Context: an optimization exercise on an open-source flow, tuned for small area and a short achievable clock period. The choices shown serve that exercise and are no tape-out recipe. In this exercise RTL edits were held to simulation tests only and were not proved equivalent to the original. Power and IR drop assume default switching activity.

## cpu_core
module cpu_core (
    input  wire        clk,
    input  wire        rst_n,
    output wire        bus_valid,
    output wire        bus_write,
    output wire [18:0] bus_addr,
    output wire [18:0] bus_wdata,
    input  wire [18:0] bus_rdata
);
For scale: roughly 4,600 cells after synthesis, about 61 I/O pins, about 28,000 µm² of cells after synthesis.
==> flow/config.mk <==
export PLATFORM = sky130hd
export DESIGN_NAME = cpu_core
export DESIGN_NICKNAME = cpu_core
export VERILOG_FILES = /design/flow/design.v
export SDC_FILE = /design/flow/constraint.sdc
export NUM_CORES = 4
export LEC_CHECK = 0
export ABC_AREA = 1
export CAP_MARGIN = 20
export CORE_MARGIN = 2
export CORE_UTILIZATION = 40
export CTS_BUF_LIST = sky130_fd_sc_hd__clkbuf_4 sky130_fd_sc_hd__clkbuf_8
export CTS_CLUSTER_SIZE = 24
export SLEW_MARGIN = 20
export TNS_END_PERCENT = 5
==> flow/constraint.sdc <==
create_clock -name core_clock -period 45.0 [get_ports {clk}]
set_input_delay 9.0000 -clock core_clock [delete_from_list [all_inputs] [get_ports {clk}]]
set_output_delay 9.0000 -clock core_clock [all_outputs]
set_load 0.01 [all_outputs]
standard.sh (not shown) runs the stock make flow with config.mk's settings and CLKGATE_MAP_FILE= SYNTH_SCRIPT=/design/flow/synth_recipe.tcl, a recipe that flattens the netlist after the stock synthesis.
==> flow/flow/run.sh <==
#!/bin/bash
# The standard layout with three changes:
#  1. after the standard synthesis, the combinational logic is mapped again
#     by ABC with the full/half adder cells dissolved (flow/resyn.tcl); every
#     register and tie cell is kept as the standard synthesis made it;
#  2. timing repair is asked to leave more setup slack than the clock period
#     needs (SETUP_SLACK_MARGIN, in ns, from flow/margin.txt);
#  3. every input and output port is still given a buffer, but a plain
#     buf_4 rather than the delay cell buffer_ports picks by default.
set -euo pipefail
R=orfs/results/sky130hd/cpu_core/base
bash standard.sh synth > synth.log 2>&1
cp "$R/1_2_yosys.v" std_1_2_yosys.v
RESYN_IN=std_1_2_yosys.v RESYN_OUT="$R/1_2_yosys.v" RESYN_TMP=resyn_flat.v \
RESYN_SCRIPT=flow/abc.script RESYN_CONSTR=flow/abc.constr RESYN_STAT=resyn_stat.txt \
    yosys -c flow/resyn.tcl > resyn.log 2>&1
rm -f "$R/1_synth.odb" "$R/1_synth.sdc"
export SETUP_SLACK_MARGIN="$(cat flow/margin.txt)"
export BUFFER_PORTS_ARGS="-buffer_cell sky130_fd_sc_hd__buf_4"
bash standard.sh > standard.log 2>&1
Other scripts of this flow, unchanged in this note and not shown: flow/flow/abc.constr, flow/flow/abc.script, flow/flow/margin.txt, flow/flow/resyn.tcl
Then changed:
Settings changed: CAP_MARGIN 20 to 5, SLEW_MARGIN 20 to 5.
Effect: Cell area is about the same. Count of clock-buffer cells in the layout does not change. Total power stays flat. Setup slack gets worse by 0.099 ns. Routed wire length is about the same. Final cell count is about the same. Hold slack stays flat. Synthesized cell count is unchanged.

---

## build 75
cpu_core, a different RTL version from the one above (not shown whole).
For scale: roughly 4500 cells after synthesis, about 61 I/O pins, roughly 28000 um2 of cells after synthesis.
// cpu_core
module cpu_core (
    input  wire        clk,
    input  wire        rst_n,
    output wire        bus_valid,
    output wire        bus_write,
    output wire [18:0] bus_addr,
    output wire [18:0] bus_wdata,
    input  wire [18:0] bus_rdata
);
    wire        fetch_en;
    wire [4:0]  opcode;
    wire [2:0]  rd;
    wire [18:0] next_instr;         
    if_stage ifs (
        .clk(clk),
        .rst_n(rst_n),
        .ibus_rdata(bus_rdata),
        .fetch_en(fetch_en),
        .next_instr(next_instr),
        .opcode(opcode),
        .rd(rd)
    );
    wire [2:0] rs1_n, rs2_n;
    id_stage id (
        .instruction(next_instr),
        .rs1(rs1_n),
        .rs2(rs2_n)
    );
    wire [18:0] alu_result;
    wire        mem_access = (opcode == 5'd8) | (opcode == 5'd9);
    wire        reg_write  = ~mem_access & (rd != 3'd0);
    wire [18:0] rf_a, rf_b;
    regfile rf (
        .clk(clk),
        .rd_addr(rd),
        .rs1_addr(rs1_n),
        .rs2_addr(rs2_n),
        .wb_data(alu_result),
        .reg_write(reg_write),
        .rs1_data(rf_a),
        .rs2_data(rf_b)
    );
    wire [18:0] a_n = (reg_write && rd == rs1_n) ? alu_result : rf_a;
    wire [18:0] b_n = (reg_write && rd == rs2_n) ? alu_result : rf_b;
    wire [18:0] op_a, op_b;
    wire [18:0] quot;
    alu alu_u (
        .clk(clk),
        .rst_n(rst_n),
        .a_next(a_n),
        .b_next(b_n),
        .op_next(next_instr[18:14]),
        .opcode(opcode),
        .operand_a(op_a),
        .operand_b(op_b),
        .result(alu_result)
    );
    assign bus_valid = mem_access;
    assign bus_write = (opcode == 5'd9);
    assign bus_addr  = alu_result;
    assign bus_wdata = op_b;
endmodule
clock: 45.0 ns
lec_check: 0
abc_area: 1
cap_margin: 20
core_margin: 2
core_utilization: 40
slew_margin: 20
tns_end_percent: 5
==> flow/flow/abc.constr <==
set_driving_cell sky130_fd_sc_hd__buf_1
set_load 5
==> flow/flow/abc.script <==
strash
dch
map -B 0.9
topo
stime -c
buffer -c
upsize -c
dnsize -c
==> flow/flow/margin.txt <==
25
==> flow/flow/resyn.tcl <==
# Re-map the combinational logic of the standard synthesis netlist with ABC,
# keeping every register (and tie cell) exactly as the standard synthesis
# left it: same instances, names and cell types.
yosys -import
set lib $::env(FLOW_HOME)/platforms/sky130hd/lib/sky130_fd_sc_hd__tt_025C_1v80.lib
set in  $::env(RESYN_IN)
set out $::env(RESYN_OUT)
set script $::env(RESYN_SCRIPT)
read_liberty -ignore_miss_func $lib
read_verilog $in
hierarchy -top $::env(FLOW_TOP)
setattr -mod -set blackbox 1 sky130_fd_sc_hd__df* sky130_fd_sc_hd__edf* sky130_fd_sc_hd__conb*
flatten
opt_clean -purge
write_verilog -noattr $::env(RESYN_TMP)
design -reset
read_liberty -lib $lib
read_verilog $::env(RESYN_TMP)
hierarchy -top $::env(FLOW_TOP)
techmap
opt -fast -purge
set du {}
foreach c {probe_p_8 probec_p_8 lpflow_bleeder_1 lpflow_clkbufkapwr_1 lpflow_clkbufkapwr_16 lpflow_clkbufkapwr_2 lpflow_clkbufkapwr_4 lpflow_clkbufkapwr_8 lpflow_clkinvkapwr_1 lpflow_clkinvkapwr_16 lpflow_clkinvkapwr_2 lpflow_clkinvkapwr_4 lpflow_clkinvkapwr_8 lpflow_decapkapwr_12 lpflow_decapkapwr_3 lpflow_decapkapwr_4 lpflow_decapkapwr_6 lpflow_decapkapwr_8 lpflow_inputiso0n_1 lpflow_inputiso0p_1 lpflow_inputiso1n_1 lpflow_inputiso1p_1 lpflow_inputisolatch_1 lpflow_isobufsrc_1 lpflow_isobufsrc_16 lpflow_isobufsrc_2 lpflow_isobufsrc_4 lpflow_isobufsrc_8 lpflow_isobufsrckapwr_16 lpflow_lsbuf_lh_hl_isowell_tap_1 lpflow_lsbuf_lh_hl_isowell_tap_2 lpflow_lsbuf_lh_hl_isowell_tap_4 lpflow_lsbuf_lh_isowell_4 lpflow_lsbuf_lh_isowell_tap_1 lpflow_lsbuf_lh_isowell_tap_2 lpflow_lsbuf_lh_isowell_tap_4} {
    lappend du -dont_use sky130_fd_sc_hd__$c
}
abc -liberty $lib -script $script -constr $::env(RESYN_CONSTR) -D 45000 {*}$du
# internal nets get plain generated names; ports keep theirs
yosys rename -hide w:*.*
opt_clean -purge
splitnets
opt_clean -purge
insbuf -buf sky130_fd_sc_hd__buf_4 A X
opt_clean -purge
check -assert
tee -o $::env(RESYN_STAT) stat -liberty $lib
write_verilog -noattr -nohex -nodec $out
Scripts as last shown in full above: flow/flow/run.sh
What build 18 does differently from build 75 at the input level:
- swapping 40 for 60 in CORE_UTILIZATION
- putting PLACE_DENSITY at 0.8 where nothing was set
==> flow/flow/margin.txt <==
26
## What came out
Non-clock buffer count (lower): build 75
Build 18 vs. build 75: number of detailed-route iterations in the first pass +2; synthesis-to-layout area growth +1.5 points; met3 wirelength from detailed routing +about 40%; floorplan die area -23000 um2; headroom to the max-slew limit +6.6 points.
Build 18 completed end to end with timing, DRC and antenna clean.
## Diff of input files: build 77 against build 18
- a deleted PLACE_DENSITY that had been 0.8
- a change of CORE_UTILIZATION from 60 to 40
==> flow/flow/margin.txt <==
27
Notes after the runs:
Delay of the slowest cell on the worst path up 180 ps in build 77 wrt build 18
Register-to-register slack | build 77 below build 18
Delta (build 77 minus build 18): multi-input combinational cell area shows an increase of about 7.5%; combinational power share picked up an extra 1.9 points; post-route core utilization -18 points; cell count went up by 388.
As of build 77, final area had risen by a little under 10% compared to build 18.
Build 18 → build 77: total power climbed 0.20 mW; count of input and output buffers held steady; post-cts sizing count grew by 228.

re-timing with driven ports:
How much do the figures lean on ideal ports? The routed layouts below were timed once more, with nothing changed but the port constraints.
Step 1 assumes that a clkbuf_16 drives the clock port and a buf_2 every other input.
Step 2 adds t to the input delays and takes it off the output delays; t is the mean of the earliest and latest rising clock arrival at the registers after step 1. Input paths then give back, and output paths get back, about the clock's delay inside the block.
Three values: ideal, step 1, step 2; two values: the first two.
| run | t (ns) | setup WS [ns] | worst setup path after step 2 |
|---|---|---|---|
| the first run of note 1 | 0.627 | 26.390 / 26.341 / 26.300 | input to register |
| the second run of note 1 | 0.623 | 26.291 / 26.243 / 26.255 | input to register |
| build 75 | 0.637 | 25.705 / 25.651 / 26.287 | register to output |
| build 18 | 0.626 | 26.446 / 26.391 / 27.017 | register to output |
| build 77 | 0.637 | 26.875 / 26.820 / 27.457 | register to output |
After both steps setup and hold are still met in every run listed. The setup slack of the first run of note 1, which loses most, moves by -0.049 ns with the drivers and by -0.090 ns with both steps.
